What follows belongs to an exercise in optimizing a design on an open flow for small area, a short achievable clock period and few clock cycles per item; a production flow would make more cautious choices.
The RTL was checked by simulation tests, not by an equivalence proof against the original design.

==> run H <==
// accumulator_multiplier
module accumulator_multiplier
(
    input logic clock, reset,
    input logic [31:0] multiplicand, multiplier,
    output logic [63:0] out,
    output logic done
);
logic r_neg_0;
logic r_pp_0_0;
logic r_pp_0_1;
logic r_s929;
logic r_pp_1_0;
logic r_c930;
logic r_s931;
logic r_c932;
logic r_s933;
logic r_c934;
logic r_s935;
logic r_c936;
logic r_s937;
logic r_c938;
logic r_s939;
logic r_c940;
logic r_s941;
logic r_c942;
logic r_s943;
logic r_c944;
logic r_s945;
logic r_c946;
logic r_s947;
logic r_c948;
logic r_s949;
logic r_c950;
logic r_s951;
logic r_c952;
logic r_s953;
logic r_c954;
logic r_s955;
logic r_c956;
logic r_s957;
logic r_c958;
logic r_s959;
logic r_c960;
logic r_s961;
logic r_c962;
logic r_s963;
logic r_c964;
logic r_s965;
logic r_c966;
logic r_s967;
logic r_c968;
logic r_s969;
logic r_c970;
logic r_s971;
logic r_c972;
logic r_s973;
logic r_c974;
logic r_s975;
logic r_c976;
logic r_s977;
logic r_c978;
logic r_s979;
logic r_c980;
logic r_s981;
logic r_c982;
logic r_s983;
logic r_c984;
logic r_s985;
logic r_c986;
logic r_s987;
logic r_c988;
logic r_s989;
logic r_c990;
logic r_s991;
logic r_c992;
logic r_s993;
logic r_c994;
logic r_s995;
logic r_c996;
logic r_s997;
logic r_c998;
logic r_s999;
logic r_c1000;
logic r_s1001;
logic r_c1002;
logic r_s1003;
logic r_c1004;
logic r_s1005;
logic r_c1006;
logic r_s1007;
logic r_c1008;
logic r_s1009;
logic r_c1010;
logic r_s1011;
logic r_c1012;
logic r_s1013;
logic r_c1014;
logic r_s1015;
logic r_c1016;
logic r_s1017;
logic r_c1018;
logic r_s1019;
logic r_c1020;
logic r_s1021;
logic r_c1022;
logic r_s1023;
logic r_c1024;
logic r_s1025;
logic r_c1026;
logic r_s1027;
logic r_c1028;
logic r_s1029;
logic r_c1030;
logic r_s1031;
logic r_c1032;
logic r_s1033;
logic r_c1034;
logic r_s1035;
logic r_c1036;
logic r_s1037;
logic r_c1038;
logic r_s1039;
logic r_c1040;
logic r_s1041;
logic r_c1042;
logic r_s1043;
logic r_c1044;
  ...
Settings: LEC_CHECK=0, ABC_AREA=1, CAP_MARGIN=20, CORE_MARGIN=2, CORE_UTILIZATION=40, SETUP_SLACK_MARGIN=1.0, SLEW_MARGIN=20; clock period 6.0 ns.
standard.sh (not shown) runs the stock make flow with config.mk's settings and CLKGATE_MAP_FILE= SYNTH_SCRIPT=/design/flow/synth_recipe.tcl, a recipe that flattens the netlist after the stock synthesis.
==> flow/flow/run.sh <==
#!/bin/bash
# Own layout flow: the standard flow (standard.sh) with two changes.
# 1. Yosys's generic "abc -fast" pre-mapping inside synth is skipped (synth -noabc).
#    It scrambles the full-adder structure of the multiplier tree, so extract_fa then
#    maps the adders with an inverter on nearly every pin. The final ABC mapping and
#    the register set are the standard synthesis's.
# 2. The port buffers are buf_2 cells instead of the slow clkdlybuf4s50_1 that
#    buffer_ports picks by default; every port still gets its buffer.
set -euo pipefail
cd "$(dirname "$0")/.."
sed '1s/-noshare/-noshare -noabc/' synth_recipe.tcl > flow_synth.tcl
sed 's#/synth_recipe\.tcl#/flow_synth.tcl#g' standard.sh > flow_standard.sh
grep -q flow_synth.tcl flow_standard.sh
EXTRA=(BUFFER_PORTS_ARGS="-buffer_cell sky130_fd_sc_hd__buf_2")
bash flow_standard.sh "${EXTRA[@]}" synth > flow_synth.log 2>&1
bash flow_standard.sh "${EXTRA[@]}" finish > flow_layout.log 2>&1
test -s out/final.def
==> run M: changes against run H <==
--- a/flow/config.mk
+++ b/flow/config.mk
@@ -9,5 +9,5 @@
 export CAP_MARGIN = 20
 export CORE_MARGIN = 2
-export CORE_UTILIZATION = 40
+export CORE_UTILIZATION = 65
 export SETUP_SLACK_MARGIN = 1.0
 export SLEW_MARGIN = 20
==> run G: changes against run H <==
--- a/flow/config.mk
+++ b/flow/config.mk
@@ -10,4 +10,4 @@
 export CORE_MARGIN = 2
 export CORE_UTILIZATION = 40
-export SETUP_SLACK_MARGIN = 1.0
+export SETUP_SLACK_MARGIN = 2.0
 export SLEW_MARGIN = 20
==> run Z: changes against run H <==
--- a/flow/config.mk
+++ b/flow/config.mk
@@ -10,4 +10,5 @@
 export CORE_MARGIN = 2
 export CORE_UTILIZATION = 40
+export CTS_BUF_LIST = sky130_fd_sc_hd__clkbuf_4 sky130_fd_sc_hd__clkbuf_8
 export SETUP_SLACK_MARGIN = 1.0
 export SLEW_MARGIN = 20
==> reports/metrics.csv <==
metric,value,unit
multi-input combinational area share,0.757,
Post-DP HPWL,65700,µm
status,"complete, no violations",
critical path endpoint,r_s983$_DFF_P_,
Top Metal Used,met5,
M1 WL,31700,µm
drt via density,5.95,
Area after DPL,0.0270,mm²
Chip Width,257,µm
# fillers,6143,
CP Launch Point,multiplier[1],
fin area,0.0278,mm²
highest-count cells in the layout ignoring fill and taps,"xor2_1, fa_1, o22ai_1",
Setup WS post-layout,1.06,ns
vias in the first global route,21536,
Cell Rows,92,
sequential cell area share,0.0915,
That was run H.
==> reports/metrics.csv <==
metric,value,unit
status,"complete, no violations",
Chip Width,257,µm
Setup WS post-layout,1.32,ns
critical path endpoint,r_s997$_DFF_P_,
M1 WL,35200,µm
sequential cell area share,0.0768,
Area after DPL,0.0277,mm²
highest-count cells in the layout ignoring fill and taps,"xor2_1, o22ai_1, fa_1",
Top Metal Used,met5,
# fillers,5418,
fin area,0.0336,mm²
That was run G.
==> reports/metrics.csv <==
metric,value,unit
sequential cell area share,0.0930,
Area after DPL,0.0265,mm²
highest-count cells in the layout ignoring fill and taps,"xor2_1, fa_1, o22ai_1",
status,"complete, no violations",
critical path endpoint,r_s1005$_DFF_P_,
multi-input combinational area share,0.769,
# fillers,3003,
Compound-Gate Fraction of Synth Area,0.140,
M1 WL,32700,µm
Area contributors post-synth,"fa_1, xor2_1, o22ai_1",
Setup WS post-layout,1.02,ns
Top Metal Used,met4,
Cell Rows,72,
vias in the first global route,21310,
Post-DP HPWL,62500,µm
drt via density,6.66,
initial antenna violation count,2,
CP Launch Point,multiplier[15],
That was run M.
==> reports/metrics.csv <==
metric,value,unit
Syn Nets,3270,
multi-input combinational area share,0.763,
M1 WL,31800,µm
fin area,0.0275,mm²
CP Launch Point,multiplier[1],
P_sw,7680,µW
Setup WS post-layout,1.03,ns
Cell Rows,92,
status,"complete, no violations",
Area after DPL,0.0270,mm²
Chip Width,257,µm
Post-DP HPWL,65700,µm
highest-count cells in the layout ignoring fill and taps,"xor2_1, fa_1, o22ai_1",
DP Worst Slack,0.412,ns
critical path endpoint,r_s983$_DFF_P_,
Top Metal Used,met5,
That was run Z.
Testbench counts of run H, summed over its fixed seeds: cycles 4,800, items 2,400.
Testbench counts of run M, summed over its fixed seeds: cycles 4,800, items 2,400.
Testbench counts of run G, summed over its fixed seeds: cycles 4,800, items 2,400.
Testbench counts of run Z, summed over its fixed seeds: cycles 4,800, items 2,400.

[re-timing with driven ports]
How much do the figures lean on ideal ports? The routed layouts below were timed once more, with nothing changed but the port constraints.
Step 1 (the two cells are an assumption about what drives the block):
set clk [get_ports {clock}]
set_driving_cell -lib_cell sky130_fd_sc_hd__clkbuf_16 $clk
set_driving_cell -lib_cell sky130_fd_sc_hd__buf_2 [delete_from_list [all_inputs] $clk]
Step 2 also shifts input and output timing later by t, the mid clock arrival at the registers, as if the neighbouring blocks saw the same clock.
a / b / c = ideal / step 1 / step 2; a / b = the first two.
run	t (ns)	slack for setup (ns)	clock arrival spread, ns	worst slew at a driven data input, ns
run H	0.558	1.058 / 0.999 / 0.441	0.013 / 0.014	0.17
run M	0.567	1.019 / 1.018 / 0.452	0.017 / 0.017	0.10
run G	0.554	1.324 / 1.327 / 0.772	0.018 / 0.019	0.08
run Z	0.633	1.031 / 0.956 / 0.323	0.027 / 0.027	0.16
After both steps every run listed still meets setup and hold. The setup slack of run Z, which loses most, moves by -0.075 ns with the drivers and by -0.708 ns with both steps.
